Source: an optimization exercise on an open RTL-to-GDS flow (aim: small area and a short achievable clock period). Production flows keep margins and buffers that such runs may drop. Power is estimated from default activity; no workload was simulated.

==> trial 21 <==
==> flow/design.v (excerpt) <==
module gelu_lut_module (
    input                       clk,
    input                       rst_n,
    input                       in_valid,
    input      signed [15:0]    in_data,
    output reg                  out_valid,
    output reg signed [10:0]    out_data
);
==> module gelu_lut_module, before the edit <==
module gelu_lut_module (
    input                       clk,
    input                       rst_n,
    input                       in_valid,
    input      signed [15:0]    in_data,
    output reg                  out_valid,
    output reg signed [10:0]    out_data
);
    reg         v1, s1;
    reg  [9:0]  m1;
    wire [5:0]  c;
    wire        bp;
    wire [9:0]  xa = in_data[9:0];
    wire [9:0]  lowor;
    genvar gi;
    generate for (gi = 0; gi < 10; gi = gi + 1) begin : g_or
        assign lowor[gi] = |xa[gi:0];
    end endgenerate
    wire [5:0]  pos_lo = s1 ? 6'd0 : m1[5:0];
    wire [4:0]  hi     = s1 ? 5'd0 : {1'b0, m1[9:6]};
    wire [5:0]  lo     = pos_lo - c;
    wire        b      = s1 ? (|m1[9:1]) : bp;
    always @(posedge clk or negedge rst_n)
        if (!rst_n) begin v1 <= 1'b0; out_valid <= 1'b0; end
        else begin v1 <= in_valid; out_valid <= v1; end
    always @(posedge clk) begin
        s1 <= in_data[10];
        m1 <= xa ^ ({10{in_data[10]}} & {lowor[8:0], 1'b0});
        out_data <= {b ? hi - 5'd1 : hi, lo};
    end
    gelu_c u_c (.a(m1), .y({bp, c}));
endmodule
Settings: LEC_CHECK=0, ABC_AREA=1, CAP_MARGIN=70, CORE_MARGIN=2, CORE_UTILIZATION=40, SETUP_SLACK_MARGIN=2.6, SLEW_MARGIN=70, TNS_END_PERCENT=5; clock period 5.0 ns.
standard.sh (not shown) runs the stock make flow with config.mk's settings and CLKGATE_MAP_FILE= SYNTH_SCRIPT=/design/flow/synth_recipe.tcl, a recipe that flattens the netlist after the stock synthesis.
==> flow/flow/run.sh <==
#!/bin/bash
set -euo pipefail
args=()
while IFS= read -r line || [[ -n "$line" ]]; do
  [[ -z "$line" || "$line" == \#* ]] && continue
  args+=("$line")
done < flow/make_args.txt
bash standard.sh "${args[@]}" finish > run_make.log 2>&1
==> flow/flow/make_args.txt <==
ADDER_MAP_FILE=
BUFFER_PORTS_ARGS=-buffer_cell sky130_fd_sc_hd__buf_1
CTS_ARGS=-sink_clustering_enable -repair_clock_nets -dont_use_dummy_load
SETUP_MOVE_SEQUENCE=unbuffer,sizeup,swap
==> trial 49 (differences from trial 21) <==
==> flow/flow/make_args.txt (replaced) <==
ADDER_MAP_FILE=
BUFFER_PORTS_ARGS=-buffer_cell sky130_fd_sc_hd__buf_1
CTS_ARGS=-sink_clustering_enable -repair_clock_nets -dont_use_dummy_load
- SETUP_SLACK_MARGIN: 2.6 -> 2.55
==> build 28 (differences from trial 21) <==
==> flow/flow/make_args.txt (replaced) <==
ADDER_MAP_FILE=
BUFFER_PORTS_ARGS=-buffer_cell sky130_fd_sc_hd__buf_1
CTS_ARGS=-sink_clustering_enable -repair_clock_nets -dont_use_dummy_load
- SETUP_SLACK_MARGIN: 2.6 -> 2.7
==> build 57 (differences from trial 21) <==
--- a/flow/design.v
+++ b/flow/design.v
@@ -6,5 +6,5 @@
     input      signed [15:0]    in_data,
     output reg                  out_valid,
-    output reg signed [10:0]    out_data
+    output     signed [10:0]    out_data
 );
     reg         v1, s1;
@@ -22,4 +22,7 @@
     wire [5:0]  lo     = pos_lo - c;
     wire        b      = s1 ? (|m1[9:1]) : bp;
+    wire [4:0]  y_hi   = b ? hi - 5'd1 : hi;
+    reg  [9:0]  q;
+    assign out_data = {q[9] & q[8], q};
     always @(posedge clk or negedge rst_n)
         if (!rst_n) begin v1 <= 1'b0; out_valid <= 1'b0; end
@@ -28,5 +31,5 @@
         s1 <= in_data[10];
         m1 <= xa ^ ({10{in_data[10]}} & {lowor[8:0], 1'b0});
-        out_data <= {b ? hi - 5'd1 : hi, lo};
+        q <= {y_hi[3:0], lo};
     end
     gelu_c u_c (.a(m1), .y({bp, c}));
==> flow/flow/run.sh (replaced) <==
#!/bin/bash
set -euo pipefail
bash standard.sh ADDER_MAP_FILE= \
  "BUFFER_PORTS_ARGS=-buffer_cell sky130_fd_sc_hd__buf_1" \
  "CTS_ARGS=-sink_clustering_enable -repair_clock_nets -dont_use_dummy_load" \
  finish > run_make.log 2>&1
- SETUP_SLACK_MARGIN: 2.6 -> unset
- TNS_END_PERCENT: 5 -> unset
removed: flow/flow/make_args.txt
==> comparison table <==
metric                                                                               trial 21                  build 28                  build 57                  trial 49
Status                                                                         finished clean            finished clean            finished clean            finished clean
Net switching power figure                                                           0.378 mW                  0.390 mW                  0.349 mW                  0.364 mW
Signed area change from the synthesized netlist to the final layout                     12.3%                     19.3%                     6.92%                     11.2%
Seq pwr                                                                              0.275 mW                  0.272 mW                  0.264 mW                  0.274 mW
Post-synthesis instance area                                                         2390 µm²                  2390 µm²                  2280 µm²                  2390 µm²
Clock network power consumption                                                      0.110 mW                  0.110 mW                  0.113 mW                  0.109 mW
Vias in the first global route                                                           2407                      2413                      2485                      2407
Highest-delay cell along the critical path                           sky130_fd_sc_hd__dfxtp_4  sky130_fd_sc_hd__dfxtp_4  sky130_fd_sc_hd__dfxtp_2  sky130_fd_sc_hd__dfxtp_4
Critical R2R Capture                                                              out_data[4]               out_data[4]                      q[4]               out_data[4]
Starting Density                                                                        40.9%                     40.9%                     41.4%                     40.9%
Gate count of the mapped netlist                                                          419                       419                       418                       419
Area after DPL                                                                       2510 µm²                  2510 µm²                  2390 µm²                  2510 µm²
Highest cell delay on the worst timing path                                           0.51 ns                   0.40 ns                   0.52 ns                   0.41 ns
Worst slack, placed                                                                   2.55 ns                   2.55 ns                   2.49 ns                   2.55 ns
Placeable core region                                                                5850 µm²                  5850 µm²                  5510 µm²                  5850 µm²
HPWL after detailed placement                                                         5.12 mm                   5.12 mm                   5.01 mm                   5.12 mm
Floorplan die area                                                                   6620 µm²                  6620 µm²                  6320 µm²                  6620 µm²
Pin count of the biggest net entering global routing                                       24                        24                        25                        24
Slew at the pin closest to its max-slew limit                                        0.431 ns                  0.384 ns                  0.403 ns                  0.377 ns
Post-route clock skew                                                               0.0160 ns                 0.0158 ns                0.00910 ns                 0.0154 ns
Number of core rows                                                                        28                        28                        27                        28
Global-route wire length before repair                                                11.1 mm                   11.2 mm                   11.1 mm                   11.1 mm
Share of the final layout cell area in multi-input gates                                65.6%                     61.5%                     63.5%                     62.2%
Invs w/o clock                                                                             45                        45                        46                        45
Clock power frac                                                                        13.5%                     12.9%                     14.9%                     13.7%
Seq area share                                                                          18.9%                     18.1%                     19.7%                     19.2%
Period utilization                                                                      46.3%                     44.2%                     51.3%                     44.8%
No functional check of the RTL was part of any run of this note.

-- re-timing with driven ports --
How much do the figures lean on ideal ports? The routed layouts below were timed once more, with nothing changed but the port constraints.
Step 1 assumes that a clkbuf_16 drives the clock port and a buf_2 every other input.
Step 2 moves the port delays by t, midway between the first and last clock arrival at a register: inputs arrive t later, outputs are due t later. That takes back most of the time a late clock gives input paths.
a / b / c = ideal / step 1 / step 2; a / b = the first two.
run | t (ns) | slack for setup (ns) | slew at the worst register clock pin (ns) | worst slew at a driven data input, ns
trial 21 | 0.290 | 2.684 / 2.684 / 2.675 | 0.08 / 0.08 | 0.03
trial 49 | 0.289 | 2.760 / 2.760 / 2.675 | 0.08 / 0.08 | 0.03
build 28 | 0.290 | 2.790 / 2.790 / 2.674 | 0.08 / 0.08 | 0.03
build 57 | 0.292 | 2.435 / 2.435 / 2.435 | 0.08 / 0.08 | 0.03
After both steps every run listed still meets setup and hold. For build 28, which loses most, drivers alone change the setup slack by 0.000 ns; drivers and shift together by -0.116 ns.
